Background: an optimization exercise with open tools, aiming at small area, a short achievable clock period and few clock cycles per item. Do not read the settings as production practice.
In this exercise RTL edits were held to simulation tests only and were not proved equivalent to the original.
Power and IR drop assume default switching activity.

--- flow/flow/run.sh ---
#!/bin/bash
# The standard ORFS layout (the standard.sh) with three changes to how it is
# made; the SDC and the clock period are unchanged:
#  - repair_timing is asked to leave 15.5 ns of setup slack at the 22 ns clock,
#    so it works on every path longer than 6.5 ns;
#  - the port buffers that buffer_ports inserts are buf_2 cells instead of the
#    delay cells it picks by default;
#  - the resizer may swap a cell for one with a different footprint.
set -euo pipefail
bash standard.sh SETUP_SLACK_MARGIN=15.5 MATCH_CELL_FOOTPRINT=0 \
  "BUFFER_PORTS_ARGS=-buffer_cell sky130_fd_sc_hd__buf_2" finish > orfs_flow.log 2>&1
--- flow/standard.sh ---
#!/bin/bash
# synth_recipe.tcl (not shown) runs the flow's synth.tcl, then flattens the netlist and writes it again
# the make line also repeats each setting of config.mk as NAME=value (left out here)
make -C /OpenROAD-flow-scripts/flow DESIGN_CONFIG=/design/flow/config.mk WORK_HOME=/design/flow/orfs CLKGATE_MAP_FILE= SYNTH_SCRIPT=/design/flow/synth_recipe.tcl "${@:-finish}"
--- flow/config.mk ---
export PLATFORM = sky130hd
export DESIGN_NAME = MDC
export DESIGN_NICKNAME = MDC
export VERILOG_FILES = /design/flow/design.v
export SDC_FILE = /design/flow/constraint.sdc
export NUM_CORES = 4
export LEC_CHECK = 0
export CAP_MARGIN = 20
export CORE_MARGIN = 2
export CORE_UTILIZATION = 55
export PLACE_DENSITY = 0.72
export SLEW_MARGIN = 20
--- flow/constraint.sdc ---
create_clock -name core_clock -period 22.0 [get_ports {clk}]
set_input_delay 4.4000 -clock core_clock [delete_from_list [all_inputs] [get_ports {clk}]]
set_output_delay 4.4000 -clock core_clock [all_outputs]
set_load 0.01 [all_outputs]
--- flow/design.v ---
module bmac #(parameter YW = 23, parameter AW = 34) (
    input  [5:0]    one,
    input  [5:0]    two,
    input  [5:0]    neg,
    input  [YW-1:0] y,
    input  [AW-1:0] acc,
    output [AW-1:0] z
);
    localparam N = YW + 1;
    wire [N-1:0] y1 = {y[YW-1], y};
    wire [N-1:0] y2 = {y, 1'b0};
    wire [AW-1:0] u0, u1, u2, u3, u4, u5;
    genvar i;
    generate for (i = 0; i < 6; i = i + 1) begin : g_pp
        wire [N-1:0] mag = ({N{one[i]}} & y1) | ({N{two[i]}} & y2);
        wire [N-1:0] v = mag ^ {N{neg[i]}};
        wire [N-1:0] u = {~v[N-1], v[N-2:0]};
        wire [AW-1:0] ush = {{AW{1'b0}}, u} << (2*i);
        if (i == 0) assign u0 = ush;
        if (i == 1) assign u1 = ush;
        if (i == 2) assign u2 = ush;
        if (i == 3) assign u3 = ush;
        if (i == 4) assign u4 = ush;
        if (i == 5) assign u5 = ush;
    end endgenerate
    wire [AW-1:0] negs = {{AW{1'b0}}, neg[5], 1'b0, neg[4], 1'b0, neg[3], 1'b0, neg[2], 1'b0, neg[1], 1'b0, neg[0]};
    wire [AW+12:0] kfull = ({{(AW+13){1'b0}}} - ({{(AW+13){1'b0}}, 11'd1365} << (N-1)));
    wire [AW-1:0] kc = kfull[AW-1:0];
    assign z = acc + u0 + u1 + u2 + u3 + u4 + u5 + negs + kc;
endmodule
module MDC(
    clk, rst_n, in_valid, in_data, in_mode,
    out_valid, out_data
);
input clk, rst_n, in_valid;
input [8:0] in_mode;
input [14:0] in_data;
output out_valid;
output [206:0] out_data;
reg [3:0] cnt;           
reg       last;          
reg       ov;            
reg [1:0] md;            
wire [3:0] msyn;
assign msyn[0] = in_mode[8] ^ in_mode[6] ^ in_mode[4] ^ in_mode[2] ^ in_mode[0];
assign msyn[1] = in_mode[7] ^ in_mode[6] ^ in_mode[3] ^ in_mode[2];
assign msyn[2] = in_mode[5] ^ in_mode[4] ^ in_mode[3] ^ in_mode[2];
assign msyn[3] = in_mode[1] ^ in_mode[0];
wire m_d4 = in_mode[6] ^ (msyn == 4'd3);
wire m_d1 = in_mode[2] ^ (msyn == 4'd7);
always @(posedge clk or negedge rst_n) begin
    if (!rst_n) begin
        cnt  <= 4'd0;
        last <= 1'b0;
        ov   <= 1'b0;
    end else begin
        cnt  <= in_valid ? cnt + 4'd1 : 4'd0;
        last <= in_valid && (cnt == 4'd15);
        ov   <= last;
    end
end
always @(posedge clk) begin
    if (in_valid && cnt == 4'd0) md <= m_d4 ? 2'd2 : (m_d1 ? 2'd1 : 2'd0);
end
wire [14:0] cw = in_data;
reg  [3:0]  syn;
reg  [14:0] fixd;
integer p;
always @(*) begin
    syn = 4'd0;
    for (p = 1; p <= 15; p = p + 1)
        if (cw[15 - p]) syn = syn ^ p[3:0];
    fixd = cw;
    for (p = 1; p <= 15; p = p + 1)
        if (syn == p[3:0]) fixd[15 - p] = ~cw[15 - p];
end
wire [10:0] dec = {fixd[12], fixd[10:8], fixd[6:0]};
wire [15:0] kh = 16'd1 << cnt;
wire m2 = (md == 2'd0), m3 = (md == 2'd1), m4 = (md == 2'd2);
reg c0;
reg c1;
reg c2;
reg c3;
reg c4;
reg c5;
reg c6;
reg c7;
reg c8;
reg c9;
reg c10;
reg c11;
reg c12;
reg c13;
reg c14;
reg c15;
reg c16;
reg c17;
reg c18;
reg c19;
reg c20;
reg c21;
reg c22;
reg c23;
reg c24;
reg c25;
reg c26;
reg c27;
reg c28;
reg c29;
reg c30;
reg c31;
reg c32;
reg c33;
reg c34;
reg c35;
reg c36;
reg c37;
reg c38;
reg c39;
reg c40;
reg c41;
reg c42;
reg c43;
reg c44;
reg c45;
reg c46;
reg c47;
reg c48;
reg c49;
reg c50;
reg c51;
reg c52;
reg c53;
reg c54;
reg c55;
reg c56;
reg c57;
reg c58;
reg c59;
reg c60;
reg c61;
reg c62;
reg c63;
always @(posedge clk) begin
    c0 <= in_valid & ((kh[15] & (m4)));
    c1 <= in_valid & ((kh[10] & (m4)) | (kh[12] & (m3)));
    c2 <= in_valid & ((kh[9] & (m4)) | (kh[11] & (m4)) | (kh[13] & (m3)) | (kh[14] & (m3)));
    c3 <= in_valid & ((kh[13] & (m4)) | (kh[14] & (m4)) | (kh[15] & (m4)));
    c4 <= in_valid & ((kh[6] & (m4)) | (kh[9] & (m3)));
    c5 <= in_valid & ((kh[7] & (m4)) | (kh[11] & (m3)));
    c6 <= in_valid & ((kh[10] & (m4)) | (kh[11] & (m4)) | (kh[14] & (m3)) | (kh[15] & (m3)));
    c7 <= in_valid & ((kh[5] & (m2)) | (kh[6] & (m2)) | (kh[7] & (m2 | m4)) | (kh[9] & (m2)) | (kh[10] & (m2)) | (kh[11] & (m2 | m3)) | (kh[13] & (m2)) | (kh[14] & (m2)) | (kh[15] & (m2)));
    c8 <= in_valid & ((kh[5] & (m4)) | (kh[10] & (m3)));
    c9 <= in_valid & ((kh[11] & (m4)) | (kh[13] & (m3)));
    c10 <= in_valid & ((kh[9] & (m4)) | (kh[10] & (m4)) | (kh[14] & (m3)) | (kh[15] & (m3)));
    c11 <= in_valid & ((kh[6] & (m4)) | (kh[10] & (m3)));
    c12 <= in_valid & ((kh[7] & (m4)));
    c13 <= in_valid & ((kh[4] & (m2)) | (kh[5] & (m2)) | (kh[6] & (m2)) | (kh[8] & (m2)) | (kh[9] & (m2)) | (kh[10] & (m2)) | (kh[13] & (m2)) | (kh[14] & (m2)));
    c14 <= in_valid & ((kh[6] & (m4)) | (kh[7] & (m4)) | (kh[9] & (m3)) | (kh[11] & (m3)) | (kh[12] & (m2)));
    c15 <= in_valid & ((kh[4] & (m2)) | (kh[5] & (m2)) | (kh[6] & (m2 | m4)) | (kh[7] & (m4)) | (kh[8] & (m2)) | (kh[9] & (m2 | m3)) | (kh[10] & (m2)) | (kh[11] & (m3)) | (kh[12] & (m2)) | (kh[13] & (m2)) | (kh[14] & (m2)));
    c16 <= in_valid & ((kh[4] & (m4)) | (kh[6] & (m4)) | (kh[8] & (m3)) | (kh[9] & (m3)));
    c17 <= in_valid & ((kh[5] & (m4)) | (kh[6] & (m4)) | (kh[9] & (m3)) | (kh[10] & (m3)));
    c18 <= in_valid & ((kh[5] & (m4)) | (kh[7] & (m4)) | (kh[10] & (m3)) | (kh[11] & (m3)));
    c19 <= in_valid & ((kh[4] & (m4)) | (kh[5] & (m4)) | (kh[8] & (m3)) | (kh[10] & (m3)));
    c20 <= in_valid & ((kh[4] & (m4)) | (kh[7] & (m4)));
    c21 <= in_valid & ((kh[12] & (m4)) | (kh[13] & (m4)) | (kh[14] & (m4)) | (kh[15] & (m4)));
    c22 <= in_valid & ((kh[9] & (m4)) | (kh[10] & (m4)) | (kh[11] & (m4)) | (kh[13] & (m3)) | (kh[14] & (m3)) | (kh[15] & (m2 | m3)));
    c23 <= in_valid & ((kh[9] & (m4)) | (kh[10] & (m4)) | (kh[11] & (m4)) | (kh[12] & (m4)) | (kh[13] & (m3 | m4)) | (kh[14] & (m3 | m4)) | kh[15]);
    c24 <= in_valid & ((kh[14] & (m2)));
    c25 <= in_valid & ((kh[9] & (m4)) | (kh[10] & (m4)) | (kh[11] & (m4)) | (kh[13] & (m3)) | (kh[14] & (m3)) | (kh[15] & (m3)));
    c26 <= in_valid & ((kh[9] & (m4)) | (kh[10] & (m4)) | (kh[11] & (m4)) | (kh[12] & (m4)) | (kh[13] & (m3 | m4)) | kh[14] | (kh[15] & (m3 | m4)));
    c27 <= in_valid & (kh[2]);
    c28 <= in_valid & ((kh[15] & (m3)));
    c29 <= in_valid & (kh[2] | (kh[12] & (m4)) | (kh[13] & (m4)) | (kh[14] & (m2 | m4)) | (kh[15] & (m3 | m4)));
    c30 <= in_valid & ((kh[12] & (m4)) | (kh[13] & (m4)) | (kh[14] & (m2 | m4)) | (kh[15] & (m3 | m4)));
    c31 <= in_valid & ((kh[13] & (m2)));
    c32 <= in_valid & ((kh[13] & (m2)) | (kh[15] & (m3 | m4)));
    c33 <= in_valid & ((kh[8] & (m4)) | (kh[9] & (m4)) | (kh[10] & (m4)) | (kh[12] & (m3)) | (kh[14] & (m3)) | (kh[15] & (m3)));
    c34 <= in_valid & ((kh[8] & (m4)) | (kh[9] & (m4)) | (kh[10] & (m4)) | (kh[12] & (m3)) | (kh[13] & (m2)) | (kh[14] & (m3)) | (kh[15] & (m3 | m4)));
    c35 <= in_valid & ((kh[11] & (m2)));
    c36 <= in_valid & ((kh[8] & (m4)) | (kh[9] & (m4)) | (kh[10] & (m4)) | (kh[11] & (m2)) | (kh[12] & (m3)) | (kh[14] & (m3)) | (kh[15] & (m3 | m4)));
    c37 <= in_valid & (kh[1]);
    c38 <= in_valid & (kh[1] | (kh[11] & (m2)) | (kh[15] & (m3 | m4)));
    c39 <= in_valid & ((kh[10] & (m2)));
    c40 <= in_valid & (kh[1] | (kh[10] & (m2)) | (kh[15] & (m3 | m4)));
    c41 <= in_valid & ((kh[10] & (m2)) | (kh[15] & (m3 | m4)));
    c42 <= in_valid & ((kh[8] & (m4)) | (kh[12] & (m3)));
    c43 <= in_valid & ((kh[8] & (m4)) | (kh[9] & (m4)) | (kh[10] & (m2)) | (kh[11] & (m4)) | (kh[12] & (m3)) | (kh[13] & (m3)) | (kh[14] & (m3)) | (kh[15] & (m4)));
    c44 <= in_valid & ((kh[9] & (m2)));
    c45 <= in_valid & ((kh[8] & (m4)) | (kh[9] & (m2 | m4)) | (kh[11] & (m4)) | (kh[12] & (m3)) | (kh[13] & (m3)) | (kh[14] & (m3)) | (kh[15] & (m4)));
    c46 <= in_valid & (kh[0]);
    c47 <= in_valid & ((kh[14] & (m3)));
    c48 <= in_valid & (kh[0] | (kh[9] & (m2)) | (kh[14] & (m3)) | (kh[15] & (m4)));
    c49 <= in_valid & ((kh[7] & (m2)));
    c50 <= in_valid & (kh[0] | (kh[7] & (m2)) | (kh[14] & (m3)) | (kh[15] & (m4)));
    c51 <= in_valid & ((kh[7] & (m2)) | (kh[14] & (m3)) | (kh[15] & (m4)));
    c52 <= in_valid & ((kh[8] & (m4)) | (kh[10] & (m4)) | (kh[12] & (m3)));
    c53 <= in_valid & ((kh[11] & (m3 | m4)) | (kh[13] & (m3)));
    c54 <= in_valid & ((kh[7] & (m2)) | (kh[8] & (m4)) | (kh[10] & (m4)) | (kh[11] & (m3 | m4)) | (kh[12] & (m3)) | (kh[13] & (m3)) | (kh[15] & (m4)));
    c55 <= in_valid & ((kh[6] & (m2)));
    c56 <= in_valid & ((kh[6] & (m2)) | (kh[8] & (m4)) | (kh[10] & (m4)) | (kh[11] & (m3 | m4)) | (kh[12] & (m3)) | (kh[13] & (m3)) | (kh[15] & (m4)));
    c57 <= in_valid & ((kh[5] & (m2)));
    c58 <= in_valid & ((kh[5] & (m2)) | (kh[8] & (m4)) | (kh[10] & (m4)) | (kh[11] & (m3 | m4)) | (kh[12] & (m3)) | (kh[13] & (m3)) | (kh[15] & (m4)));
    c59 <= in_valid & (kh[3]);
    c60 <= in_valid & ((kh[13] & (m3)));
    c61 <= in_valid & (kh[3] | (kh[5] & (m2)) | (kh[13] & (m3)) | (kh[15] & (m4)));
    c62 <= in_valid & ((kh[5] & (m2)) | (kh[13] & (m3)) | (kh[15] & (m4)));
    c63 <= in_valid & ((kh[5] & (m2)) | (kh[15] & (m3 | m4)));
end
reg [10:0] xr, dl1, dl2, dl3, dl4, dl5, dl6, dl7;
reg [22:0] P0, P1, P2, P3, P4, P5;
reg [206:0] out_reg;
always @(posedge clk) begin
    xr <= dec;
    dl1 <= xr; dl2 <= dl1; dl3 <= dl2; dl4 <= dl3; dl5 <= dl4; dl6 <= dl5; dl7 <= dl6;
end
assign out_valid = ov;
wire [45:0] l1_z;
wire [10:0] l1_xn = ({11{((kh[12] & (m3)) | (kh[13] & (m3)))}} & out_reg[95:85]) | ({11{((kh[14] & (m3)))}} & out_reg[44:34]) | ({11{((kh[4] & (m2 | m4)) | (kh[5] & (m2 | m4)) | (kh[6] & (m2 | m4)) | (kh[7] & (m4)) | kh[8] | kh[9] | kh[10] | (kh[11] & (m3 | m4)) | (kh[12] & (m4)) | (kh[13] & (m2 | m4)) | (kh[14] & (m2 | m4)) | (kh[15] & (m4)))}} & dec);
wire l1_subn = ((kh[4] & (m2 | m4)) | (kh[5] & (m2 | m4)) | (kh[6] & (m2)) | (kh[8] & (m2 | m3)) | (kh[9] & (m2 | m4)) | kh[10] | (kh[12] & (m3 | m4)) | (kh[13] & (m2)) | kh[14]);
wire [12:0] l1_xe = {l1_xn[10], l1_xn, 1'b0};
reg  [5:0] l1_one, l1_two, l1_neg;
integer l1_i;
always @(posedge clk) begin
    for (l1_i = 0; l1_i < 6; l1_i = l1_i + 1) begin
        l1_one[l1_i] <= l1_xe[2*l1_i+1] ^ l1_xe[2*l1_i];
        l1_two[l1_i] <= (l1_xe[2*l1_i+2] & ~l1_xe[2*l1_i+1] & ~l1_xe[2*l1_i]) | (~l1_xe[2*l1_i+2] & l1_xe[2*l1_i+1] & l1_xe[2*l1_i]);
        l1_neg[l1_i] <= l1_xe[2*l1_i+2] ^ l1_subn;
    end
end
reg  [33:0] l1_y;
always @(posedge clk) l1_y <= ({34{((kh[12] & (m4)))}} & l2_z[33:0]) | ({34{((kh[14] & (m4)))}} & out_reg[135:102]) | ({34{((kh[13] & (m4)))}} & out_reg[186:153]) | ({34{((kh[15] & (m4)))}} & out_reg[84:51]) | ({34{((kh[14] & (m3)))}} & {{11{P0[22]}}, P0}) | ({34{((kh[13] & (m3)))}} & {{11{P3[22]}}, P3}) | ({34{((kh[11] & (m4)) | (kh[12] & (m3)))}} & {{11{P4[22]}}, P4}) | ({34{((kh[9] & (m4)) | (kh[10] & (m4)))}} & {{11{P5[22]}}, P5}) | ({34{((kh[8] & (m4)))}} & {{11{l2_z[22]}}, l2_z[22:0]}) | ({34{((kh[4] & (m4)) | (kh[5] & (m4)))}} & {{23{dl1[10]}}, dl1}) | ({34{((kh[4] & (m2)) | (kh[5] & (m2)) | (kh[6] & (m2)) | (kh[8] & (m2 | m3)) | (kh[9] & (m2)) | (kh[10] & (m2 | m3)) | (kh[13] & (m2)) | (kh[14] & (m2)))}} & {{23{dl2[10]}}, dl2}) | ({34{((kh[9] & (m3)) | (kh[11] & (m3)))}} & {{23{dl4[10]}}, dl4}) | ({34{((kh[6] & (m4)) | (kh[7] & (m4)))}} & {{23{dl5[10]}}, dl5});
wire [45:0] l1_acc = ({46{c1}} & {{12{out_reg[186]}}, out_reg[186:153]}) | ({46{c2}} & {{12{out_reg[135]}}, out_reg[135:102]}) | ({46{c3}} & out_reg[45:0]) | ({46{c4}} & {{23{P1[22]}}, P1}) | ({46{c5}} & {{23{P3[22]}}, P3});
bmac #(.YW(34), .AW(46)) u_l1 (.one(l1_one), .two(l1_two), .neg(l1_neg), .y(l1_y), .acc(l1_acc), .z(l1_z));
wire [33:0] l2_z;
wire [10:0] l2_xn = ({11{((kh[12] & (m3)))}} & out_reg[197:187]) | ({11{((kh[4] & (m4)) | (kh[5] & (m2 | m4)) | (kh[6] & (m2 | m4)) | (kh[7] & (m2 | m4)) | (kh[8] & (m3 | m4)) | kh[9] | kh[10] | kh[11] | (kh[12] & (m2)) | (kh[13] & (m2 | m3)) | (kh[14] & (m2 | m3)) | (kh[15] & (m2 | m3)))}} & dec);
wire l2_subn = ((kh[4] & (m4)) | (kh[6] & (m4)) | (kh[8] & (m3)) | (kh[9] & (m3)) | (kh[10] & (m4)) | (kh[12] & (m2)) | (kh[14] & (m3)));
wire [12:0] l2_xe = {l2_xn[10], l2_xn, 1'b0};
reg  [5:0] l2_one, l2_two, l2_neg;
integer l2_i;
always @(posedge clk) begin
    for (l2_i = 0; l2_i < 6; l2_i = l2_i + 1) begin
        l2_one[l2_i] <= l2_xe[2*l2_i+1] ^ l2_xe[2*l2_i];
        l2_two[l2_i] <= (l2_xe[2*l2_i+2] & ~l2_xe[2*l2_i+1] & ~l2_xe[2*l2_i]) | (~l2_xe[2*l2_i+2] & l2_xe[2*l2_i+1] & l2_xe[2*l2_i]);
        l2_neg[l2_i] <= l2_xe[2*l2_i+2] ^ l2_subn;
    end
end
reg  [22:0] l2_y;
always @(posedge clk) l2_y <= ({23{((kh[9] & (m4)) | (kh[14] & (m3)))}} & P0) | ({23{((kh[11] & (m4)) | (kh[12] & (m3)) | (kh[15] & (m3)))}} & P2) | ({23{((kh[10] & (m4)) | (kh[13] & (m3)))}} & P3) | ({23{((kh[8] & (m4)))}} & l1_z[22:0]) | ({23{((kh[8] & (m3)) | (kh[9] & (m3)))}} & {{12{dl1[10]}}, dl1}) | ({23{((kh[4] & (m4)) | (kh[6] & (m4)) | (kh[12] & (m2)))}} & {{12{dl2[10]}}, dl2}) | ({23{((kh[5] & (m2 | m4)) | (kh[6] & (m2)) | (kh[7] & (m2 | m4)) | (kh[9] & (m2)) | (kh[10] & (m2)) | (kh[11] & (m2)) | (kh[13] & (m2)) | (kh[14] & (m2)) | (kh[15] & (m2)))}} & {{12{dl4[10]}}, dl4}) | ({23{((kh[10] & (m3)) | (kh[11] & (m3)))}} & {{12{dl5[10]}}, dl5});
wire [33:0] l2_acc = ({34{c6}} & out_reg[33:0]) | ({34{c7}} & {{11{P0[22]}}, P0}) | ({34{c8}} & {{11{P4[22]}}, P4});
bmac #(.YW(23), .AW(34)) u_l2 (.one(l2_one), .two(l2_two), .neg(l2_neg), .y(l2_y), .acc(l2_acc), .z(l2_z));
wire [33:0] l3_z;
wire [10:0] l3_xn = ({11{((kh[13] & (m3)))}} & out_reg[146:136]) | ({11{((kh[11] & (m3)))}} & out_reg[44:34]) | ({11{((kh[15] & (m3)))}} & dl1) | ({11{((kh[4] & (m4)) | (kh[5] & (m4)) | (kh[6] & (m4)) | (kh[7] & (m4)) | (kh[8] & (m4)) | (kh[9] & (m3 | m4)) | (kh[10] & (m3 | m4)) | (kh[11] & (m4)) | (kh[12] & (m3)) | (kh[14] & (m3)))}} & dec);
wire l3_subn = ((kh[4] & (m4)) | (kh[5] & (m4)) | (kh[9] & (m3 | m4)) | (kh[15] & (m3)));
wire [12:0] l3_xe = {l3_xn[10], l3_xn, 1'b0};
reg  [5:0] l3_one, l3_two, l3_neg;
integer l3_i;
always @(posedge clk) begin
    for (l3_i = 0; l3_i < 6; l3_i = l3_i + 1) begin
        l3_one[l3_i] <= l3_xe[2*l3_i+1] ^ l3_xe[2*l3_i];
        l3_two[l3_i] <= (l3_xe[2*l3_i+2] & ~l3_xe[2*l3_i+1] & ~l3_xe[2*l3_i]) | (~l3_xe[2*l3_i+2] & l3_xe[2*l3_i+1] & l3_xe[2*l3_i]);
        l3_neg[l3_i] <= l3_xe[2*l3_i+2] ^ l3_subn;
    end
end
reg  [22:0] l3_y;
always @(posedge clk) l3_y <= ({23{((kh[9] & (m4)) | (kh[11] & (m3 | m4)) | (kh[14] & (m3)))}} & P1) | ({23{((kh[8] & (m4)) | (kh[12] & (m3)) | (kh[13] & (m3)))}} & P2) | ({23{((kh[10] & (m4)) | (kh[15] & (m3)))}} & P4) | ({23{((kh[5] & (m4)) | (kh[9] & (m3)))}} & {{12{dl2[10]}}, dl2}) | ({23{((kh[6] & (m4)) | (kh[10] & (m3)))}} & {{12{dl4[10]}}, dl4}) | ({23{((kh[7] & (m4)))}} & {{12{dl6[10]}}, dl6}) | ({23{((kh[4] & (m4)))}} & {{12{xr[10]}}, xr});
wire [33:0] l3_acc = ({34{c9}} & out_reg[186:153]) | ({34{c10}} & out_reg[84:51]) | ({34{c11}} & {{11{P2[22]}}, P2}) | ({34{c12}} & {{11{P5[22]}}, P5});
bmac #(.YW(23), .AW(34)) u_l3 (.one(l3_one), .two(l3_two), .neg(l3_neg), .y(l3_y), .acc(l3_acc), .z(l3_z));
always @(posedge clk) begin
    if (c15) P0 <= ({23{c13}} & l1_z[22:0]) | ({23{c14}} & l2_z[22:0]);
    if (c16) P1 <= ({23{c16}} & l1_z[22:0]);
    if (c17) P2 <= ({23{c17}} & l3_z[22:0]);
    if (c18) P3 <= ({23{c18}} & l1_z[22:0]);
    if (c19) P4 <= ({23{c19}} & l2_z[22:0]);
    if (c20) P5 <= ({23{c20}} & l3_z[22:0]);
    if (c23) out_reg[0] <= (c21 & l1_z[0]) | (c22 & l2_z[0]);
    if (c23) out_reg[1] <= (c21 & l1_z[1]) | (c22 & l2_z[1]);
    if (c23) out_reg[2] <= (c21 & l1_z[2]) | (c22 & l2_z[2]);
    if (c23) out_reg[3] <= (c21 & l1_z[3]) | (c22 & l2_z[3]);
    if (c23) out_reg[4] <= (c21 & l1_z[4]) | (c22 & l2_z[4]);
    if (c23) out_reg[5] <= (c21 & l1_z[5]) | (c22 & l2_z[5]);
    if (c23) out_reg[6] <= (c21 & l1_z[6]) | (c22 & l2_z[6]);
    if (c23) out_reg[7] <= (c21 & l1_z[7]) | (c22 & l2_z[7]);
    if (c23) out_reg[8] <= (c21 & l1_z[8]) | (c22 & l2_z[8]);
    if (c23) out_reg[9] <= (c21 & l1_z[9]) | (c22 & l2_z[9]);
    if (c23) out_reg[10] <= (c21 & l1_z[10]) | (c22 & l2_z[10]);
    if (c23) out_reg[11] <= (c21 & l1_z[11]) | (c22 & l2_z[11]);
    if (c23) out_reg[12] <= (c21 & l1_z[12]) | (c22 & l2_z[12]);
    if (c23) out_reg[13] <= (c21 & l1_z[13]) | (c22 & l2_z[13]);
    if (c23) out_reg[14] <= (c21 & l1_z[14]) | (c22 & l2_z[14]);
    if (c23) out_reg[15] <= (c21 & l1_z[15]) | (c22 & l2_z[15]);
    if (c23) out_reg[16] <= (c21 & l1_z[16]) | (c22 & l2_z[16]);
    if (c23) out_reg[17] <= (c21 & l1_z[17]) | (c22 & l2_z[17]);
    if (c23) out_reg[18] <= (c21 & l1_z[18]) | (c22 & l2_z[18]);
    if (c23) out_reg[19] <= (c21 & l1_z[19]) | (c22 & l2_z[19]);
    if (c23) out_reg[20] <= (c21 & l1_z[20]) | (c22 & l2_z[20]);
    if (c23) out_reg[21] <= (c21 & l1_z[21]) | (c22 & l2_z[21]);
    if (c23) out_reg[22] <= (c21 & l1_z[22]) | (c22 & l2_z[22]);
    if (c26) out_reg[23] <= (c21 & l1_z[23]) | (c24 & l2_z[0]) | (c25 & l2_z[23]);
    if (c26) out_reg[24] <= (c21 & l1_z[24]) | (c24 & l2_z[1]) | (c25 & l2_z[24]);
    if (c26) out_reg[25] <= (c21 & l1_z[25]) | (c24 & l2_z[2]) | (c25 & l2_z[25]);
    if (c26) out_reg[26] <= (c21 & l1_z[26]) | (c25 & l2_z[26]) | (c24 & l2_z[3]);
    if (c26) out_reg[27] <= (c21 & l1_z[27]) | (c25 & l2_z[27]) | (c24 & l2_z[4]);
    if (c26) out_reg[28] <= (c21 & l1_z[28]) | (c25 & l2_z[28]) | (c24 & l2_z[5]);
    if (c26) out_reg[29] <= (c21 & l1_z[29]) | (c25 & l2_z[29]) | (c24 & l2_z[6]);
    if (c26) out_reg[30] <= (c21 & l1_z[30]) | (c25 & l2_z[30]) | (c24 & l2_z[7]);
    if (c26) out_reg[31] <= (c21 & l1_z[31]) | (c25 & l2_z[31]) | (c24 & l2_z[8]);
    if (c26) out_reg[32] <= (c21 & l1_z[32]) | (c25 & l2_z[32]) | (c24 & l2_z[9]);
    if (c26) out_reg[33] <= (c21 & l1_z[33]) | (c24 & l2_z[10]) | (c25 & l2_z[33]);
    if (c29) out_reg[34] <= (c27 & xr[0]) | (c21 & l1_z[34]) | (c24 & l2_z[11]) | (c28 & l2_z[33]);
    if (c29) out_reg[35] <= (c27 & xr[1]) | (c21 & l1_z[35]) | (c24 & l2_z[12]) | (c28 & l2_z[33]);
    if (c29) out_reg[36] <= (c27 & xr[2]) | (c21 & l1_z[36]) | (c24 & l2_z[13]) | (c28 & l2_z[33]);
    if (c29) out_reg[37] <= (c27 & xr[3]) | (c21 & l1_z[37]) | (c24 & l2_z[14]) | (c28 & l2_z[33]);
    if (c29) out_reg[38] <= (c27 & xr[4]) | (c21 & l1_z[38]) | (c24 & l2_z[15]) | (c28 & l2_z[33]);
    if (c29) out_reg[39] <= (c27 & xr[5]) | (c21 & l1_z[39]) | (c24 & l2_z[16]) | (c28 & l2_z[33]);
    if (c29) out_reg[40] <= (c27 & xr[6]) | (c21 & l1_z[40]) | (c24 & l2_z[17]) | (c28 & l2_z[33]);
    if (c29) out_reg[41] <= (c27 & xr[7]) | (c21 & l1_z[41]) | (c24 & l2_z[18]) | (c28 & l2_z[33]);
    if (c29) out_reg[42] <= (c27 & xr[8]) | (c21 & l1_z[42]) | (c24 & l2_z[19]) | (c28 & l2_z[33]);
    if (c29) out_reg[43] <= (c27 & xr[9]) | (c21 & l1_z[43]) | (c24 & l2_z[20]) | (c28 & l2_z[33]);
    if (c29) out_reg[44] <= (c27 & xr[10]) | (c21 & l1_z[44]) | (c24 & l2_z[21]) | (c28 & l2_z[33]);
    if (c30) out_reg[45] <= (c21 & l1_z[45]) | (c24 & l2_z[22]) | (c28 & l2_z[33]);
    if (c32) out_reg[46] <= (c31 & l2_z[0]) | (c28 & l2_z[33]);
    if (c32) out_reg[47] <= (c31 & l2_z[1]) | (c28 & l2_z[33]);
    if (c32) out_reg[48] <= (c31 & l2_z[2]) | (c28 & l2_z[33]);
    if (c32) out_reg[49] <= (c31 & l2_z[3]) | (c28 & l2_z[33]);
    if (c32) out_reg[50] <= (c28 & l2_z[33]) | (c31 & l2_z[4]);
    if (c34) out_reg[51] <= (c31 & l2_z[5]) | (c33 & l3_z[0]);
    if (c34) out_reg[52] <= (c31 & l2_z[6]) | (c33 & l3_z[1]);
    if (c34) out_reg[53] <= (c31 & l2_z[7]) | (c33 & l3_z[2]);
    if (c34) out_reg[54] <= (c31 & l2_z[8]) | (c33 & l3_z[3]);
    if (c34) out_reg[55] <= (c31 & l2_z[9]) | (c33 & l3_z[4]);
    if (c34) out_reg[56] <= (c31 & l2_z[10]) | (c33 & l3_z[5]);
    if (c34) out_reg[57] <= (c31 & l2_z[11]) | (c33 & l3_z[6]);
    if (c34) out_reg[58] <= (c31 & l2_z[12]) | (c33 & l3_z[7]);
    if (c34) out_reg[59] <= (c31 & l2_z[13]) | (c33 & l3_z[8]);
    if (c34) out_reg[60] <= (c31 & l2_z[14]) | (c33 & l3_z[9]);
    if (c34) out_reg[61] <= (c31 & l2_z[15]) | (c33 & l3_z[10]);
    if (c34) out_reg[62] <= (c31 & l2_z[16]) | (c33 & l3_z[11]);
    if (c34) out_reg[63] <= (c31 & l2_z[17]) | (c33 & l3_z[12]);
    if (c34) out_reg[64] <= (c31 & l2_z[18]) | (c33 & l3_z[13]);
    if (c34) out_reg[65] <= (c31 & l2_z[19]) | (c33 & l3_z[14]);
    if (c34) out_reg[66] <= (c31 & l2_z[20]) | (c33 & l3_z[15]);
    if (c34) out_reg[67] <= (c31 & l2_z[21]) | (c33 & l3_z[16]);
    if (c34) out_reg[68] <= (c31 & l2_z[22]) | (c33 & l3_z[17]);
    if (c36) out_reg[69] <= (c35 & l2_z[0]) | (c33 & l3_z[18]);
    if (c36) out_reg[70] <= (c35 & l2_z[1]) | (c33 & l3_z[19]);
    if (c36) out_reg[71] <= (c35 & l2_z[2]) | (c33 & l3_z[20]);
    if (c36) out_reg[72] <= (c35 & l2_z[3]) | (c33 & l3_z[21]);
    if (c36) out_reg[73] <= (c35 & l2_z[4]) | (c33 & l3_z[22]);
    if (c36) out_reg[74] <= (c35 & l2_z[5]) | (c33 & l3_z[23]);
    if (c36) out_reg[75] <= (c35 & l2_z[6]) | (c33 & l3_z[24]);
    if (c36) out_reg[76] <= (c35 & l2_z[7]) | (c33 & l3_z[25]);
    if (c36) out_reg[77] <= (c35 & l2_z[8]) | (c33 & l3_z[26]);
    if (c36) out_reg[78] <= (c35 & l2_z[9]) | (c33 & l3_z[27]);
    if (c36) out_reg[79] <= (c35 & l2_z[10]) | (c33 & l3_z[28]);
    if (c36) out_reg[80] <= (c35 & l2_z[11]) | (c33 & l3_z[29]);
    if (c36) out_reg[81] <= (c35 & l2_z[12]) | (c33 & l3_z[30]);
    if (c36) out_reg[82] <= (c35 & l2_z[13]) | (c33 & l3_z[31]);
    if (c36) out_reg[83] <= (c35 & l2_z[14]) | (c33 & l3_z[32]);
    if (c36) out_reg[84] <= (c35 & l2_z[15]) | (c33 & l3_z[33]);
    if (c38) out_reg[85] <= (c37 & xr[0]) | (c35 & l2_z[16]) | (c28 & l3_z[33]);
    if (c38) out_reg[86] <= (c37 & xr[1]) | (c35 & l2_z[17]) | (c28 & l3_z[33]);
    if (c38) out_reg[87] <= (c37 & xr[2]) | (c35 & l2_z[18]) | (c28 & l3_z[33]);
    if (c38) out_reg[88] <= (c37 & xr[3]) | (c35 & l2_z[19]) | (c28 & l3_z[33]);
    if (c38) out_reg[89] <= (c37 & xr[4]) | (c35 & l2_z[20]) | (c28 & l3_z[33]);
    if (c38) out_reg[90] <= (c37 & xr[5]) | (c35 & l2_z[21]) | (c28 & l3_z[33]);
    if (c38) out_reg[91] <= (c37 & xr[6]) | (c35 & l2_z[22]) | (c28 & l3_z[33]);
    if (c40) out_reg[92] <= (c37 & xr[7]) | (c39 & l2_z[0]) | (c28 & l3_z[33]);
    if (c40) out_reg[93] <= (c37 & xr[8]) | (c39 & l2_z[1]) | (c28 & l3_z[33]);
    if (c40) out_reg[94] <= (c37 & xr[9]) | (c39 & l2_z[2]) | (c28 & l3_z[33]);
    if (c40) out_reg[95] <= (c37 & xr[10]) | (c39 & l2_z[3]) | (c28 & l3_z[33]);
    if (c41) out_reg[96] <= (c39 & l2_z[4]) | (c28 & l3_z[33]);
    if (c41) out_reg[97] <= (c39 & l2_z[5]) | (c28 & l3_z[33]);
    if (c41) out_reg[98] <= (c39 & l2_z[6]) | (c28 & l3_z[33]);
    if (c41) out_reg[99] <= (c39 & l2_z[7]) | (c28 & l3_z[33]);
    if (c41) out_reg[100] <= (c39 & l2_z[8]) | (c28 & l3_z[33]);
    if (c41) out_reg[101] <= (c39 & l2_z[9]) | (c28 & l3_z[33]);
    if (c43) out_reg[102] <= (c2 & l1_z[0]) | (c42 & l2_z[0]) | (c39 & l2_z[10]);
    if (c43) out_reg[103] <= (c2 & l1_z[1]) | (c42 & l2_z[1]) | (c39 & l2_z[11]);
    if (c43) out_reg[104] <= (c2 & l1_z[2]) | (c39 & l2_z[12]) | (c42 & l2_z[2]);
    if (c43) out_reg[105] <= (c2 & l1_z[3]) | (c39 & l2_z[13]) | (c42 & l2_z[3]);
    if (c43) out_reg[106] <= (c2 & l1_z[4]) | (c39 & l2_z[14]) | (c42 & l2_z[4]);
    if (c43) out_reg[107] <= (c2 & l1_z[5]) | (c39 & l2_z[15]) | (c42 & l2_z[5]);
    if (c43) out_reg[108] <= (c2 & l1_z[6]) | (c39 & l2_z[16]) | (c42 & l2_z[6]);
    if (c43) out_reg[109] <= (c2 & l1_z[7]) | (c39 & l2_z[17]) | (c42 & l2_z[7]);
    if (c43) out_reg[110] <= (c2 & l1_z[8]) | (c39 & l2_z[18]) | (c42 & l2_z[8]);
    if (c43) out_reg[111] <= (c2 & l1_z[9]) | (c39 & l2_z[19]) | (c42 & l2_z[9]);
    if (c43) out_reg[112] <= (c2 & l1_z[10]) | (c42 & l2_z[10]) | (c39 & l2_z[20]);
    if (c43) out_reg[113] <= (c2 & l1_z[11]) | (c42 & l2_z[11]) | (c39 & l2_z[21]);
    if (c43) out_reg[114] <= (c2 & l1_z[12]) | (c42 & l2_z[12]) | (c39 & l2_z[22]);
    if (c45) out_reg[115] <= (c2 & l1_z[13]) | (c44 & l2_z[0]) | (c42 & l2_z[13]);
    if (c45) out_reg[116] <= (c2 & l1_z[14]) | (c44 & l2_z[1]) | (c42 & l2_z[14]);
    if (c45) out_reg[117] <= (c2 & l1_z[15]) | (c42 & l2_z[15]) | (c44 & l2_z[2]);
    if (c45) out_reg[118] <= (c2 & l1_z[16]) | (c42 & l2_z[16]) | (c44 & l2_z[3]);
    if (c45) out_reg[119] <= (c2 & l1_z[17]) | (c42 & l2_z[17]) | (c44 & l2_z[4]);
    if (c45) out_reg[120] <= (c2 & l1_z[18]) | (c42 & l2_z[18]) | (c44 & l2_z[5]);
    if (c45) out_reg[121] <= (c2 & l1_z[19]) | (c42 & l2_z[19]) | (c44 & l2_z[6]);
    if (c45) out_reg[122] <= (c2 & l1_z[20]) | (c42 & l2_z[20]) | (c44 & l2_z[7]);
    if (c45) out_reg[123] <= (c2 & l1_z[21]) | (c42 & l2_z[21]) | (c44 & l2_z[8]);
    if (c45) out_reg[124] <= (c2 & l1_z[22]) | (c42 & l2_z[22]) | (c44 & l2_z[9]);
    if (c45) out_reg[125] <= (c2 & l1_z[23]) | (c44 & l2_z[10]) | (c42 & l2_z[23]);
    if (c45) out_reg[126] <= (c2 & l1_z[24]) | (c44 & l2_z[11]) | (c42 & l2_z[24]);
    if (c45) out_reg[127] <= (c2 & l1_z[25]) | (c44 & l2_z[12]) | (c42 & l2_z[25]);
    if (c45) out_reg[128] <= (c2 & l1_z[26]) | (c44 & l2_z[13]) | (c42 & l2_z[26]);
    if (c45) out_reg[129] <= (c2 & l1_z[27]) | (c44 & l2_z[14]) | (c42 & l2_z[27]);
    if (c45) out_reg[130] <= (c2 & l1_z[28]) | (c44 & l2_z[15]) | (c42 & l2_z[28]);
    if (c45) out_reg[131] <= (c2 & l1_z[29]) | (c44 & l2_z[16]) | (c42 & l2_z[29]);
    if (c45) out_reg[132] <= (c2 & l1_z[30]) | (c44 & l2_z[17]) | (c42 & l2_z[30]);
    if (c45) out_reg[133] <= (c2 & l1_z[31]) | (c44 & l2_z[18]) | (c42 & l2_z[31]);
    if (c45) out_reg[134] <= (c2 & l1_z[32]) | (c44 & l2_z[19]) | (c42 & l2_z[32]);
    if (c45) out_reg[135] <= (c2 & l1_z[33]) | (c44 & l2_z[20]) | (c42 & l2_z[33]);
    if (c48) out_reg[136] <= (c46 & xr[0]) | (c47 & l1_z[34]) | (c44 & l2_z[21]);
    if (c48) out_reg[137] <= (c46 & xr[1]) | (c47 & l1_z[35]) | (c44 & l2_z[22]);
    if (c50) out_reg[138] <= (c46 & xr[2]) | (c47 & l1_z[36]) | (c49 & l2_z[0]);
    if (c50) out_reg[139] <= (c46 & xr[3]) | (c47 & l1_z[37]) | (c49 & l2_z[1]);
    if (c50) out_reg[140] <= (c46 & xr[4]) | (c47 & l1_z[38]) | (c49 & l2_z[2]);
    if (c50) out_reg[141] <= (c46 & xr[5]) | (c47 & l1_z[39]) | (c49 & l2_z[3]);
    if (c50) out_reg[142] <= (c46 & xr[6]) | (c47 & l1_z[40]) | (c49 & l2_z[4]);
    if (c50) out_reg[143] <= (c46 & xr[7]) | (c47 & l1_z[41]) | (c49 & l2_z[5]);
    if (c50) out_reg[144] <= (c46 & xr[8]) | (c47 & l1_z[42]) | (c49 & l2_z[6]);
    if (c50) out_reg[145] <= (c46 & xr[9]) | (c47 & l1_z[43]) | (c49 & l2_z[7]);
    if (c50) out_reg[146] <= (c46 & xr[10]) | (c47 & l1_z[44]) | (c49 & l2_z[8]);
    if (c51) out_reg[147] <= (c47 & l1_z[45]) | (c49 & l2_z[9]);
    if (c51) out_reg[148] <= (c47 & l1_z[45]) | (c49 & l2_z[10]);
    if (c51) out_reg[149] <= (c47 & l1_z[45]) | (c49 & l2_z[11]);
    if (c51) out_reg[150] <= (c47 & l1_z[45]) | (c49 & l2_z[12]);
    if (c51) out_reg[151] <= (c47 & l1_z[45]) | (c49 & l2_z[13]);
    if (c51) out_reg[152] <= (c47 & l1_z[45]) | (c49 & l2_z[14]);
    if (c54) out_reg[153] <= (c52 & l1_z[0]) | (c49 & l2_z[15]) | (c53 & l3_z[0]);
    if (c54) out_reg[154] <= (c52 & l1_z[1]) | (c49 & l2_z[16]) | (c53 & l3_z[1]);
    if (c54) out_reg[155] <= (c52 & l1_z[2]) | (c49 & l2_z[17]) | (c53 & l3_z[2]);
    if (c54) out_reg[156] <= (c52 & l1_z[3]) | (c49 & l2_z[18]) | (c53 & l3_z[3]);
    if (c54) out_reg[157] <= (c52 & l1_z[4]) | (c49 & l2_z[19]) | (c53 & l3_z[4]);
    if (c54) out_reg[158] <= (c52 & l1_z[5]) | (c49 & l2_z[20]) | (c53 & l3_z[5]);
    if (c54) out_reg[159] <= (c52 & l1_z[6]) | (c49 & l2_z[21]) | (c53 & l3_z[6]);
    if (c54) out_reg[160] <= (c52 & l1_z[7]) | (c49 & l2_z[22]) | (c53 & l3_z[7]);
    if (c56) out_reg[161] <= (c52 & l1_z[8]) | (c55 & l2_z[0]) | (c53 & l3_z[8]);
    if (c56) out_reg[162] <= (c52 & l1_z[9]) | (c55 & l2_z[1]) | (c53 & l3_z[9]);
    if (c56) out_reg[163] <= (c52 & l1_z[10]) | (c55 & l2_z[2]) | (c53 & l3_z[10]);
    if (c56) out_reg[164] <= (c52 & l1_z[11]) | (c55 & l2_z[3]) | (c53 & l3_z[11]);
    if (c56) out_reg[165] <= (c52 & l1_z[12]) | (c55 & l2_z[4]) | (c53 & l3_z[12]);
    if (c56) out_reg[166] <= (c52 & l1_z[13]) | (c55 & l2_z[5]) | (c53 & l3_z[13]);
    if (c56) out_reg[167] <= (c52 & l1_z[14]) | (c55 & l2_z[6]) | (c53 & l3_z[14]);
    if (c56) out_reg[168] <= (c52 & l1_z[15]) | (c55 & l2_z[7]) | (c53 & l3_z[15]);
    if (c56) out_reg[169] <= (c52 & l1_z[16]) | (c55 & l2_z[8]) | (c53 & l3_z[16]);
    if (c56) out_reg[170] <= (c52 & l1_z[17]) | (c55 & l2_z[9]) | (c53 & l3_z[17]);
    if (c56) out_reg[171] <= (c52 & l1_z[18]) | (c55 & l2_z[10]) | (c53 & l3_z[18]);
    if (c56) out_reg[172] <= (c52 & l1_z[19]) | (c55 & l2_z[11]) | (c53 & l3_z[19]);
    if (c56) out_reg[173] <= (c52 & l1_z[20]) | (c55 & l2_z[12]) | (c53 & l3_z[20]);
    if (c56) out_reg[174] <= (c52 & l1_z[21]) | (c55 & l2_z[13]) | (c53 & l3_z[21]);
    if (c56) out_reg[175] <= (c52 & l1_z[22]) | (c55 & l2_z[14]) | (c53 & l3_z[22]);
    if (c56) out_reg[176] <= (c52 & l1_z[23]) | (c55 & l2_z[15]) | (c53 & l3_z[23]);
    if (c56) out_reg[177] <= (c52 & l1_z[24]) | (c55 & l2_z[16]) | (c53 & l3_z[24]);
    if (c56) out_reg[178] <= (c52 & l1_z[25]) | (c55 & l2_z[17]) | (c53 & l3_z[25]);
    if (c56) out_reg[179] <= (c52 & l1_z[26]) | (c55 & l2_z[18]) | (c53 & l3_z[26]);
    if (c56) out_reg[180] <= (c52 & l1_z[27]) | (c55 & l2_z[19]) | (c53 & l3_z[27]);
    if (c56) out_reg[181] <= (c52 & l1_z[28]) | (c55 & l2_z[20]) | (c53 & l3_z[28]);
    if (c56) out_reg[182] <= (c52 & l1_z[29]) | (c55 & l2_z[21]) | (c53 & l3_z[29]);
    if (c56) out_reg[183] <= (c52 & l1_z[30]) | (c55 & l2_z[22]) | (c53 & l3_z[30]);
    if (c58) out_reg[184] <= (c52 & l1_z[31]) | (c57 & l2_z[0]) | (c53 & l3_z[31]);
    if (c58) out_reg[185] <= (c52 & l1_z[32]) | (c57 & l2_z[1]) | (c53 & l3_z[32]);
    if (c58) out_reg[186] <= (c52 & l1_z[33]) | (c57 & l2_z[2]) | (c53 & l3_z[33]);
    if (c61) out_reg[187] <= (c59 & xr[0]) | (c57 & l2_z[3]) | (c60 & l3_z[33]);
    if (c61) out_reg[188] <= (c59 & xr[1]) | (c57 & l2_z[4]) | (c60 & l3_z[33]);
    if (c61) out_reg[189] <= (c59 & xr[2]) | (c57 & l2_z[5]) | (c60 & l3_z[33]);
    if (c61) out_reg[190] <= (c59 & xr[3]) | (c57 & l2_z[6]) | (c60 & l3_z[33]);
    if (c61) out_reg[191] <= (c59 & xr[4]) | (c57 & l2_z[7]) | (c60 & l3_z[33]);
    if (c61) out_reg[192] <= (c59 & xr[5]) | (c57 & l2_z[8]) | (c60 & l3_z[33]);
    if (c61) out_reg[193] <= (c59 & xr[6]) | (c57 & l2_z[9]) | (c60 & l3_z[33]);
    if (c61) out_reg[194] <= (c59 & xr[7]) | (c57 & l2_z[10]) | (c60 & l3_z[33]);
    if (c61) out_reg[195] <= (c59 & xr[8]) | (c57 & l2_z[11]) | (c60 & l3_z[33]);
    if (c61) out_reg[196] <= (c59 & xr[9]) | (c57 & l2_z[12]) | (c60 & l3_z[33]);
    if (c61) out_reg[197] <= (c59 & xr[10]) | (c57 & l2_z[13]) | (c60 & l3_z[33]);
    if (c62) out_reg[198] <= (c57 & l2_z[14]) | (c60 & l3_z[33]);
    if (c62) out_reg[199] <= (c57 & l2_z[15]) | (c60 & l3_z[33]);
    if (c62) out_reg[200] <= (c57 & l2_z[16]) | (c60 & l3_z[33]);
    if (c62) out_reg[201] <= (c57 & l2_z[17]) | (c60 & l3_z[33]);
    if (c62) out_reg[202] <= (c57 & l2_z[18]) | (c60 & l3_z[33]);
    if (c62) out_reg[203] <= (c57 & l2_z[19]) | (c60 & l3_z[33]);
    if (c63) out_reg[204] <= (c57 & l2_z[20]);
    if (c63) out_reg[205] <= (c57 & l2_z[21]);
    if (c63) out_reg[206] <= (c57 & l2_z[22]);
end
reg s4;
always @(posedge clk) s4 <= c0 & l1_z[45];
assign out_data = (out_reg | {{161{s4}}, 46'd0}) & {207{ov}};
endmodule
==> results of run 1 <==
power breakdown:
group          internal [mW]  switching [mW]
Combinational          0.508            1.10
Sequential              1.28           0.120
Clock                  0.723           0.564
what timing repair did:
item                                    in CTS  in global routing
resized for setup                           40                 56
endpoints found under the setup margin     362                141
buffers inserted                            10                  8
gates cloned                                 1                  0
pin swaps                                    3                 14
hold endpoints to repair                     0                  0
per-layer routing:
layer  track usage (%)  share of wire (%)  up-vias
li1                  -                  -    19800
met1              56.0                 33    23900
met2              64.1                 40     4651
met3              22.2                 17     1256
met4              34.1                9.6       22
met5              2.70               0.22        -
cell usage after synthesis, types with 33 or more instances:
cell type	instances	area, sq um
a21o_1	106	796
a22oi_1	545	4090
edfxtp_1	347	10400
inv_1	480	1800
clkbuf_1	446	1670
a22o_1	94	823
a222oi_1	219	2190
o21ai_0	111	556
and2_1	182	1140
ha_1	273	3420
o21a_1	173	1300
nand3_1	94	470
xor2_1	380	3330
a21oi_1	121	606
nand4_1	33	206
a221o_1	46	460
dfxtp_1	273	5470
xnor2_1	277	2430
buf_1	48	180
nand2b_1	37	231
fa_1	388	7770
nand2_1	421	1580
nor2_1	102	383
cells by family after synthesis:
group           Yosys count  synth area share [%]
compound gates         1584                  22.6
xor+xnor                663                  10.8
fa+ha+maj               661                  20.6
buf+inv                 987                  6.91
flops                   626                  29.6
mux                      34                 0.674
simple gates            985                  8.77
worst max-delay path, delay by kind of cell (launching register included):
| family | cells | cell delay, ns |
|---|---|---|
| DFF | 1 | 0.65 |
| AOI/OAI and AO/OA | 1 | 0.24 |
| buffers and inverters | 2 | 0.54 |
layout make-up:
class | instances | share of cell area, %
Multi-Input combinational cell | 3927 | 58.8
Sequential cell | 626 | 27.0
Timing Repair Buffer | 381 | 4.24
Clock buffer | 102 | 3.44
Inverter | 483 | 3.04
Tap cell | 1287 | 2.70
Clock inverter | 35 | 0.708
Antenna cell | 16 | 0.0672
worst min path at each step:
stage,startpoint,to,slack (ns),depth (start not counted)
global route,dl3[8]$_DFF_P_,dl4[8]$_DFF_P_,0.33,0
floorplan,dl3[0]$_DFF_P_,dl4[0]$_DFF_P_,0.31,0
CTS,dl3[4]$_DFF_P_,dl4[4]$_DFF_P_,0.32,0
detailed placement,dl3[3]$_DFF_P_,dl4[3]$_DFF_P_,0.31,0
finish,dl3[4]$_DFF_P_,dl4[4]$_DFF_P_,0.32,0
global placement,dl3[10]$_DFF_P_,dl4[10]$_DFF_P_,0.31,0
stage by stage:
stage	utilization [%]	area, sq um	hold WS, ns	instances	power [mW]
after detailed placement	57.5	56300	0.312	6682	2.87
after floorplan	-	54200	0.310	5540	2.27
after CTS	60.4	59100	0.318	6830	4.13
after global routing	60.8	59500	0.331	6841	4.39
after global placement	57.5	56300	0.310	6682	2.85
final	60.8	59600	0.319	6857	4.30
==> metrics.yaml, run 1 <==
place_hpwl_mm: 168
pin_count: 235
cts.sinks: 626
fin_ws_ns: 15.47
rsz0062_at_grt: "false"
drtIter0Drc: 9766
cp_slowest_cell: "dfxtp_4"
synthFlopType: "edfxtp_1"
tns_ns: 0
worstPathRequired_ns: 17.60
r2r_end: "out_reg[41]$_DFFE_PP_"
critPathCapture: "out_data[204]"
drc_errors: 0
path_cells: "buf_12 > o21a_1 > buf_2"
cts_made_buffers: 74
hold_class: "reg -> reg"
fillerInstances: 8155
drtPass1Iterations: 17
htree_num_levels: 3
synth-async-reset-ratio_pct: 0.958
cts.hold.buffers_added: 0
start_util_pct: 55.3
antenna_found_initial: 13
syn_nets: 6228
die_area_sq_mm: 0.101
clock_latency_ns: 0.68
slew_violations: 0
status: "finished clean"
area_growth_pct: 9.97
clk_pin_slew_ns: 0.06
tightest_slew_ns: 1.38
slowest_delay_ns: 0.65
startpoint: "s4$_DFF_P_"
vias_per_cell: 7.24
period_share_pct: 29.7
drive_gt1_share_pct: 11.8
final_common_cell: "a22oi_1"
endpoint_kind: "output pin"
yosys_warnings: 1
synth_edf_count: 347
ff_latch_area_sq_mm: 0.0161
clockBufferDepth: 3
fmax_ghz: 0.153
synth.avg_cell_area_sq_um: 9.78
fin_skew_ns: 0.0308
grt_pass1_vias: 48200
cap_violations: 0
ys_seq_area_share_pct: 29.6
place_ws_ns: 14.24
nets: 6181
port_buffers: 234
grt_pass1_wl_mm: 341
max-vdd-ir-drop_v: 0.0000856
gp_congestion: 1.08
grt_max_degree: 101
ant_nets: 0
crit_type: "reg -> out"
die_h_um: 318
largest_reg_flops: 207
die_w_um: 318
cts-root-buf: "clkbuf_16"
fin_crit_ns: 6.53
wl_per_cell_um: 35.0
multi_input_area_sq_mm: 0.0350
core_area_sq_mm: 0.0980
r2r_slack_ns: 15.51
leakage_nw: 25.4
cts_tree: "yes"
overflow: 0
num_rows: 115
synth_area_sq_mm: 0.0542
routed-via-count: 49600
hold_viol: 0
rr_worst_depth: 18
synth_cell_types: 88
setup_viol: 0
synthCells: 5540
final_cell_mix: "a22oi_1 (545), inv_1 (480), nand2_1 (419)"
r2r_start: "c6$_DFF_P_"
routed_wl_mm: 240
p_per_area_mw_per_mm2: 72.1
crit_path_max_fanout: 90
track_usage_pct: 46.5
cp_data_arrival_time_ns: 2.13
critPathLaunchType: "flip-flop"
slew_headroom_pct: 7.99
ys_ff_latch: 626
Testbench counts, summed over its fixed seeds: cycles 9,216, items 512.
==> run 2: changes to the inputs <==
--- a/flow/config.mk
+++ b/flow/config.mk
@@ -8,5 +8,7 @@
 export CAP_MARGIN = 20
 export CORE_MARGIN = 2
 export CORE_UTILIZATION = 55
+export CTS_CLUSTER_DIAMETER = 60
+export CTS_CLUSTER_SIZE = 30
 export PLACE_DENSITY = 0.72
 export SLEW_MARGIN = 20
==> run 2 against run 1 <==
Clock skew is 0.013 ns higher. Wire length is 0.16% higher. Cell area is 0.28% lower. Non-clock buffer count is 6 higher. Sequential share of layout area is 0.089 points higher. Critical path depth is 18 higher. Fmax is 0.25% lower. Count of clock-buffer cells in the layout is 37 lower. Combinational power hardly changed. Worst hold slack better by 0.0098 ns. Register-to-register slack worse by 0.05 ns. Largest power group unchanged.
==> metrics.yaml, run 2 <==
status: "finished clean"  # unchanged
crit_type: "reg -> reg"  # was reg -> out
fin_ws_ns: 15.46  # was 15.47 ns
ys_seq_area_share_pct: 29.6  # unchanged
yosysTopAreaCell: "edfxtp_1"  # unchanged
wl_met1_mm: 81.0  # was 80.3 mm
synthTopCellsByCount: "a22oi_1 (545), inv_1 (480), clkbuf_1 (446), nand2_1 (421), fa_1 (388)"  # unchanged
hold_slack_ns: 0.329  # was 0.319 ns
rsz0062_at_grt: "true"  # was false
worstPathRequired_ns: 22.44  # was 17.60 ns
synth.avg_cell_area_sq_um: 9.78  # unchanged
tns_ns: 0  # unchanged
synthCells: 5540  # unchanged
drc_errors: 0  # unchanged
synthFlopType: "edfxtp_1"  # unchanged
fmax_ghz: 0.153  # about the same
fin_skew_ns: 0.0443  # was 0.0308 ns
drtIter0Drc: 10100  # was 9766
place_ws_ns: 14.24  # unchanged
cap_violations: 0  # unchanged
htree_num_levels: 2  # was 3
tightest_slew_ns: 1.34  # was 1.38 ns
grt_max_degree: 101  # unchanged
leakage_nw: 25.3  # was 25.4 nW
slew_headroom_pct: 10.8  # was 7.99%
antenna_found_initial: 17  # was 13
cp_data_arrival_time_ns: 6.98  # was 2.13 ns
overflow: 0  # unchanged
max-vdd-ir-drop_v: 0.0000887  # was 0.0000856 V
slew_violations: 0  # unchanged
nets: 6173  # was 6181
drtPass1Iterations: 15  # was 17
track_usage_pct: 46.3  # was 46.5%
clk_pin_slew_ns: 0.09  # was 0.06 ns
place_hpwl_mm: 168  # unchanged
start_util_pct: 55.3  # unchanged
grt_pass1_wl_mm: 339  # was 341 mm
syn_nets: 6228  # unchanged
final_cell_mix: "a22oi_1 (545), inv_1 (480), nand2_1 (419)"  # unchanged
critPathLaunchType: "flip-flop"  # unchanged
clockBufferDepth: 3  # unchanged
ant_nets: 0  # unchanged
netlist_top_cells_area: "edfxtp_1 (19%), fa_1 (14%), dfxtp_1 (10%)"  # unchanged
cts_made_buffers: 60  # was 74
die_h_um: 318  # unchanged
endpoint_kind: "flip-flop"  # was output pin
gp_congestion: 1.08  # unchanged
synth_top_area_share_pct: 19.2  # unchanged
cts_tree: "yes"  # unchanged
clock_latency_ns: 0.70  # was 0.68 ns
area_growth_pct: 9.66  # was 9.97%
met3WireLength_mm: 40.1  # was 41.1 mm
period_share_pct: 29.7  # about the same
hold_viol: 0  # unchanged
top_layer_used: "met5"  # unchanged
routed-via-count: 49900  # was 49.6k
crit_path_max_fanout: 22  # was 90
synth-async-reset-ratio_pct: 0.958  # unchanged
die_area_sq_mm: 0.101  # unchanged
die_w_um: 318  # unchanged
pin_count: 235  # unchanged
synth_area_sq_mm: 0.0542  # unchanged
wl_met2_mm: 96.0  # was 94.8 mm
total_power_mw: 4.21  # was 4.30 mW
ys_ff_latch: 626  # unchanged
final_common_cell: "a22oi_1"  # unchanged
routed_wl_mm: 240  # about the same
wl_per_cell_um: 35.1  # was 35.0 um
port_buffers: 234  # unchanged
drive_gt1_share_pct: 11.9  # was 11.8%
synth_edf_count: 347  # unchanged
grt_pass1_vias: 48000  # was 48.2k
yosys_warnings: 1  # unchanged
synth_cell_types: 88  # unchanged
vias_per_cell: 7.28  # was 7.24
core_area_sq_mm: 0.0980  # unchanged
placed_cell_area_sq_mm: 0.0563  # unchanged
cts.sinks: 626  # unchanged
cts-root-buf: "clkbuf_16"  # unchanged
largest_reg_flops: 207  # unchanged
yosysMostFrequentCell: "a22oi_1"  # unchanged
design_area_sq_mm: 0.0594  # was 0.0596 sq mm
setup_viol: 0  # unchanged
p_per_area_mw_per_mm2: 70.8  # was 72.1 mW/mm^2
num_rows: 115  # unchanged
fin_crit_ns: 6.54  # was 6.53 ns
hold_class: "reg -> reg"  # unchanged
## run 2: final cells by class
type                       instances  area (sq um)
antenna                           24          60.1
clock buffer                      65          1570
clock inverter                    48           687
fill                            8180         38600
inverter                         483          1810
multi-input combinational       3927         35000
sequential                       626         16100
tap                             1287          1610
timing repair buffer             387          2560
## run 2: path summary, 6_finish.rpt
kind	startpoint	endpoint	slack, ns	depth (start not counted)
max	c9$_DFF_P_	out_reg[196]$_DFFE_PP_	15.46	21
min	dl3[7]$_DFF_P_	dl4[7]$_DFF_P_	0.33	0
max reg2reg	c9$_DFF_P_	out_reg[196]$_DFFE_PP_	15.46	21
min reg2reg	dl3[7]$_DFF_P_	dl4[7]$_DFF_P_	0.33	0
max in group asynchronous	rst_n	ov$_DFF_PN0_	18.32	1
min in group asynchronous	rst_n	cnt[1]$_DFF_PN0_	3.52	1
## run 2: timing repair
action,4_1_cts,5_1_grt
buffers inserted,13,11
setup endpoints to repair,363,256
pin swaps,5,12
gates cloned,1,1
hold buffers,0,0
resized for setup,40,58
## run 2: kinds of logic after synthesis
group	Yosys count	share of synthesized area, %
AO/OA/AOI/OAI	1584	22.6
XOR/XNOR	663	10.8
adder cells (fa/ha/maj)	661	20.6
buffers and inverters	987	6.91
flip-flops	626	29.6
multiplexers	34	0.674
AND/OR/NAND/NOR	985	8.77
## run 2: power by group
| part | total [mW] | switching, mW | internal [mW] |
|---|---|---|---|
| Clock | 1.19 | 0.609 | 0.580 |
| Sequential | 1.40 | 0.118 | 1.28 |
| Combinational | 1.62 | 1.11 | 0.509 |
| Total | 4.21 | 1.84 | 2.37 |
## run 2: metal layers
metal / vias up / track usage, %
li1: 19800 / -
met1: 24000 / 56.3
met2: 4788 / 64.6
met5: - / 2.13
met3: 1271 / 20.5
met4: 18 / 33.7
## run 2: stage by stage
step / instances / util [%]
2_1_floorplan: 5540 / -
3_3_place_gp: 6682 / 57.5
3_5_place_dp: 6682 / 57.5
4_1_cts: 6809 / 60.2
5_1_grt: 6824 / 60.6
6_report: 6847 / 60.6
## run 2: worst max-delay path, stage by stage, from the launching register on
cell	delay, ns
dfxtp_2	0.54
buf_4	0.43
a22o_1	0.21
a221oi_1	0.06
fa_1	0.55
fa_1	0.55
inv_1	0.05
fa_1	0.45
fa_1	0.39
ha_1	0.39
a21o_1	0.19
a21o_1	0.17
a21o_1	0.20
o21ai_1	0.50
a31oi_1	0.26
o211ai_1	0.24
buf_4	0.17
a311oi_4	0.10
buf_12	0.18
mux2i_4	0.19
buf_12	0.16
a221o_1	0.28
==> run 3: changes to the inputs <==
==> flow/flow/run.sh (replaced) <==
#!/bin/bash
# The standard ORFS layout (the standard.sh) with three changes to how it is
# made; the SDC and the clock period are unchanged:
#  - repair_timing is asked to leave 15.75 ns of setup slack at the 22 ns clock,
#    so it works on every path longer than 6.25 ns;
#  - the port buffers that buffer_ports inserts are buf_2 cells instead of the
#    delay cells it picks by default;
#  - the resizer may swap a cell for one with a different footprint.
set -euo pipefail
bash standard.sh SETUP_SLACK_MARGIN=15.75 MATCH_CELL_FOOTPRINT=0 \
  "BUFFER_PORTS_ARGS=-buffer_cell sky130_fd_sc_hd__buf_2" finish > orfs_flow.log 2>&1
--- a/flow/config.mk
+++ b/flow/config.mk
@@ -8,7 +8,5 @@
 export CAP_MARGIN = 20
 export CORE_MARGIN = 2
 export CORE_UTILIZATION = 55
-export CTS_CLUSTER_DIAMETER = 60
-export CTS_CLUSTER_SIZE = 30
 export PLACE_DENSITY = 0.72
 export SLEW_MARGIN = 20
==> run 3 against run 2 <==
Via count up 2.0%. Non-clock buffer count rose by 35. Wire length grew 1.5%. Worst hold slack worse by 0.014 ns. Combinational power increased by 4%. Cell count is 0.86% higher.
==> metrics.yaml, run 3 <==
clock_latency_ns: 0.66  # was 0.70 ns
syn_nets: 6228  # unchanged
fin_skew_ns: 0.0370  # was 0.0443 ns
crit_type: "reg -> out"  # was reg -> reg
cts.sinks: 626  # unchanged
synth.avg_cell_area_sq_um: 9.78  # unchanged
cts.hold.buffers_added: 0  # unchanged
slowest_delay_ns: 0.54  # was 0.55 ns
slew_headroom_pct: 10.6  # was 10.8%
cp_slowest_cell: "dfrtp_4"  # was fa_1
status: "finished clean"  # unchanged
synth_edf_count: 347  # unchanged
slew_violations: 0  # unchanged
fmax_ghz: 0.157  # was 0.153 GHz
nets: 6221  # was 6173
port_buffers: 234  # unchanged
drive_gt1_share_pct: 14.3  # was 11.9%
rsz0062_at_grt: "true"  # unchanged
grt_pass1_wl_mm: 344  # was 339 mm
track_usage_pct: 46.9  # was 46.3%
yosys_warnings: 1  # unchanged
routed-via-count: 50900  # was 49.9k
die_area_sq_mm: 0.101  # unchanged
clk_pin_slew_ns: 0.07  # was 0.09 ns
hold_class: "reg -> reg"  # unchanged
synthTopCellsByCount: "a22oi_1 (545), inv_1 (480), clkbuf_1 (446), nand2_1 (421), fa_1 (388)"  # unchanged
crit_top_cell: "clkbuf_16"  # was fa_1
synth-async-reset-ratio_pct: 0.958  # unchanged
path_buf_inv: 3  # was 5
worstPathRequired_ns: 17.60  # was 22.44 ns
final_common_cell: "a22oi_1"  # unchanged
yosysMostFrequentCell: "a22oi_1"  # unchanged
cts-root-buf: "clkbuf_16"  # unchanged
hold_viol: 0  # unchanged
place_hpwl_mm: 164  # was 168 mm
multi_input_area_sq_mm: 0.0356  # was 0.0350 sq mm
tightest_slew_ns: 1.34  # about the same
area_growth_pct: 13.2  # was 9.66%
ff_latch_area_sq_mm: 0.0161  # about the same
synthFlopType: "edfxtp_1"  # unchanged
critPathLaunchType: "flip-flop"  # unchanged
top_layer_used: "met5"  # unchanged
fin_crit_ns: 6.39  # was 6.54 ns
antenna_found_initial: 24  # was 17
path_cells: "clkbuf_16 > clkbuf_16 > o21a_1 > buf_2"  # was buf_4 > a22o_1 > a221oi_1 > fa_1 > fa_1 > inv_1 > fa_1 > fa_1 > ha_1 > a21o_1 > a21o_1 > a21o_1 > o21ai_1 > a31oi_1 > o211ai_1 > buf_4 > a311oi_4 > buf_12 > mux2i_4 > buf_12 > a221o_1
ys_seq_area_share_pct: 29.6  # unchanged
vias_per_cell: 7.36  # was 7.28
netlist_top_cells_area: "edfxtp_1 (19%), fa_1 (14%), dfxtp_1 (10%)"  # unchanged
hold_slack_ns: 0.315  # was 0.329 ns
final_cell_mix: "a22oi_1 (544), inv_1 (480), nand2_1 (420)"  # was a22oi_1 (545), inv_1 (480), nand2_1 (419)
core_area_sq_mm: 0.0980  # unchanged
drtIter0Drc: 11300  # was 10.1k
largest_reg_flops: 207  # unchanged
tns_ns: 0  # unchanged
synth_top_area_share_pct: 19.2  # unchanged
yosysTopAreaCell: "edfxtp_1"  # unchanged
gp_congestion: 1.06  # was 1.08
period_share_pct: 29.0  # was 29.7%
die_w_um: 318  # unchanged
ys_ff_latch: 626  # unchanged
crit_family: "buffers and inverters"  # was adder cells
cp_data_arrival_time_ns: 1.99  # was 6.98 ns
start_util_pct: 55.3  # unchanged
endpoint_kind: "output pin"  # was flip-flop
cts_tree: "yes"  # unchanged
p_per_area_mw_per_mm2: 70.8  # about the same
drc_errors: 0  # unchanged
clockBufferDepth: 3  # unchanged
cts_made_buffers: 72  # was 60
crit_path_max_fanout: 8  # was 22
leakage_nw: 25.9  # was 25.3 nW
==> run 3: cell counts after synthesis <==
No cell type changed its count.
==> run 3: final timing paths <==
path	from	to	slack, ns	cells after the start
setup / recovery	ov$_DFF_PN0_	out_data[59]	15.61	4
hold / removal	dl3[2]$_DFF_P_	dl4[2]$_DFF_P_	0.32	0
setup reg to reg	c6$_DFF_P_	out_reg[43]$_DFFE_PP_	15.69	17
hold reg to reg	dl3[2]$_DFF_P_	dl4[2]$_DFF_P_	0.32	0
max in group asynchronous	rst_n	ov$_DFF_PN0_	18.29	1
min in group asynchronous	rst_n	ov$_DFF_PN0_	3.55	1
==> run 3: layout make-up <==
type                            count  share of cell area, %
Clock buffer                      105                   3.38
Clock inverter                     27                  0.488
Tap cell                         1287                   2.63
Timing Repair Buffer              422                   6.03
Sequential cell                   626                   26.3
Antenna cell                       28                  0.114
Inverter                          483                   2.96
Multi-Input combinational cell   3928                   58.1
==> run 3: repair_timing <==
action | in CTS | in global routing
setup buffers | 21 | 13
setup endpoints to repair | 415 | 375
pin swaps | 6 | 25
gates cloned | 18 | 8
gates resized for setup | 82 | 224
==> run 3: kinds of logic after synthesis <==
logic type                 Yosys count  synth area share (%)
AOI/OAI and AO/OA                 1584                  22.6
xor gates and xnor gates           663                  10.8
buffers and inverters              987                  6.91
DFF                                626                  29.6
and+or+nand+nor                    985                  8.77
adders and majority gates          661                  20.6
muxes                               34                 0.674
==> run 3: power breakdown <==
part           total [mW]  switching (mW)  internal [mW]
Combinational        1.68            1.13          0.552
Sequential           1.40           0.120           1.28
Clock                1.26           0.539          0.716
==> run 3: stage by stage <==
step                power (mW)  instances  utilization [%]  area, sq um  setup WS [ns]
global route              4.41       6884             62.5        61300          15.63
floorplan                 2.27       5540                -        54300          15.69
CTS                       4.09       6851             61.1        59900          15.66
global placement          2.82       6679             57.6        56400          14.68
detailed placement        2.84       6680             57.6        56400          14.58
finish                    4.34       6906             62.6        61300          15.61
==> run 3: per-layer routing <==
metal | GRT usage [%] | vias up
li1 | - | 19900
met1 | 56.1 | 24400
met5 | 4.92 | -
met2 | 64.0 | 5115
met4 | 34.0 | 28
met3 | 24.1 | 1411
==> run 3: worst reg2reg max path, delay by kind of cell (launching register included) <==
family                     cells  cell delay [ns]
DFF                            1             0.32
buffers and inverters          4             0.46
and+or+nand+nor                3             0.73
AOI/OAI and AO/OA              6             2.77
adders and majority gates      4             1.78

[what the ideal ports hide]
Ports are ideal in the flow. The routed layouts listed here were re-timed in OpenROAD. Step 1, drivers: a clkbuf_16 drives clk and a buf_2 each remaining input, both assumed. Step 2 times the ports against the registers' clock, not the clock port: input delays grow and output delays shrink by t, the midpoint of the rising clock arrivals with the driver on. Slacks: ideal / step 1 / step 2; pairs: ideal / step 1.
run	shift t [ns]	slack for setup (ns)
run 1	0.739	15.472 / 15.395 / 14.949
run 2	0.764	15.456 / 15.406 / 14.915
run 3	0.724	15.614 / 15.536 / 15.154
After both steps every run listed still meets setup and hold.
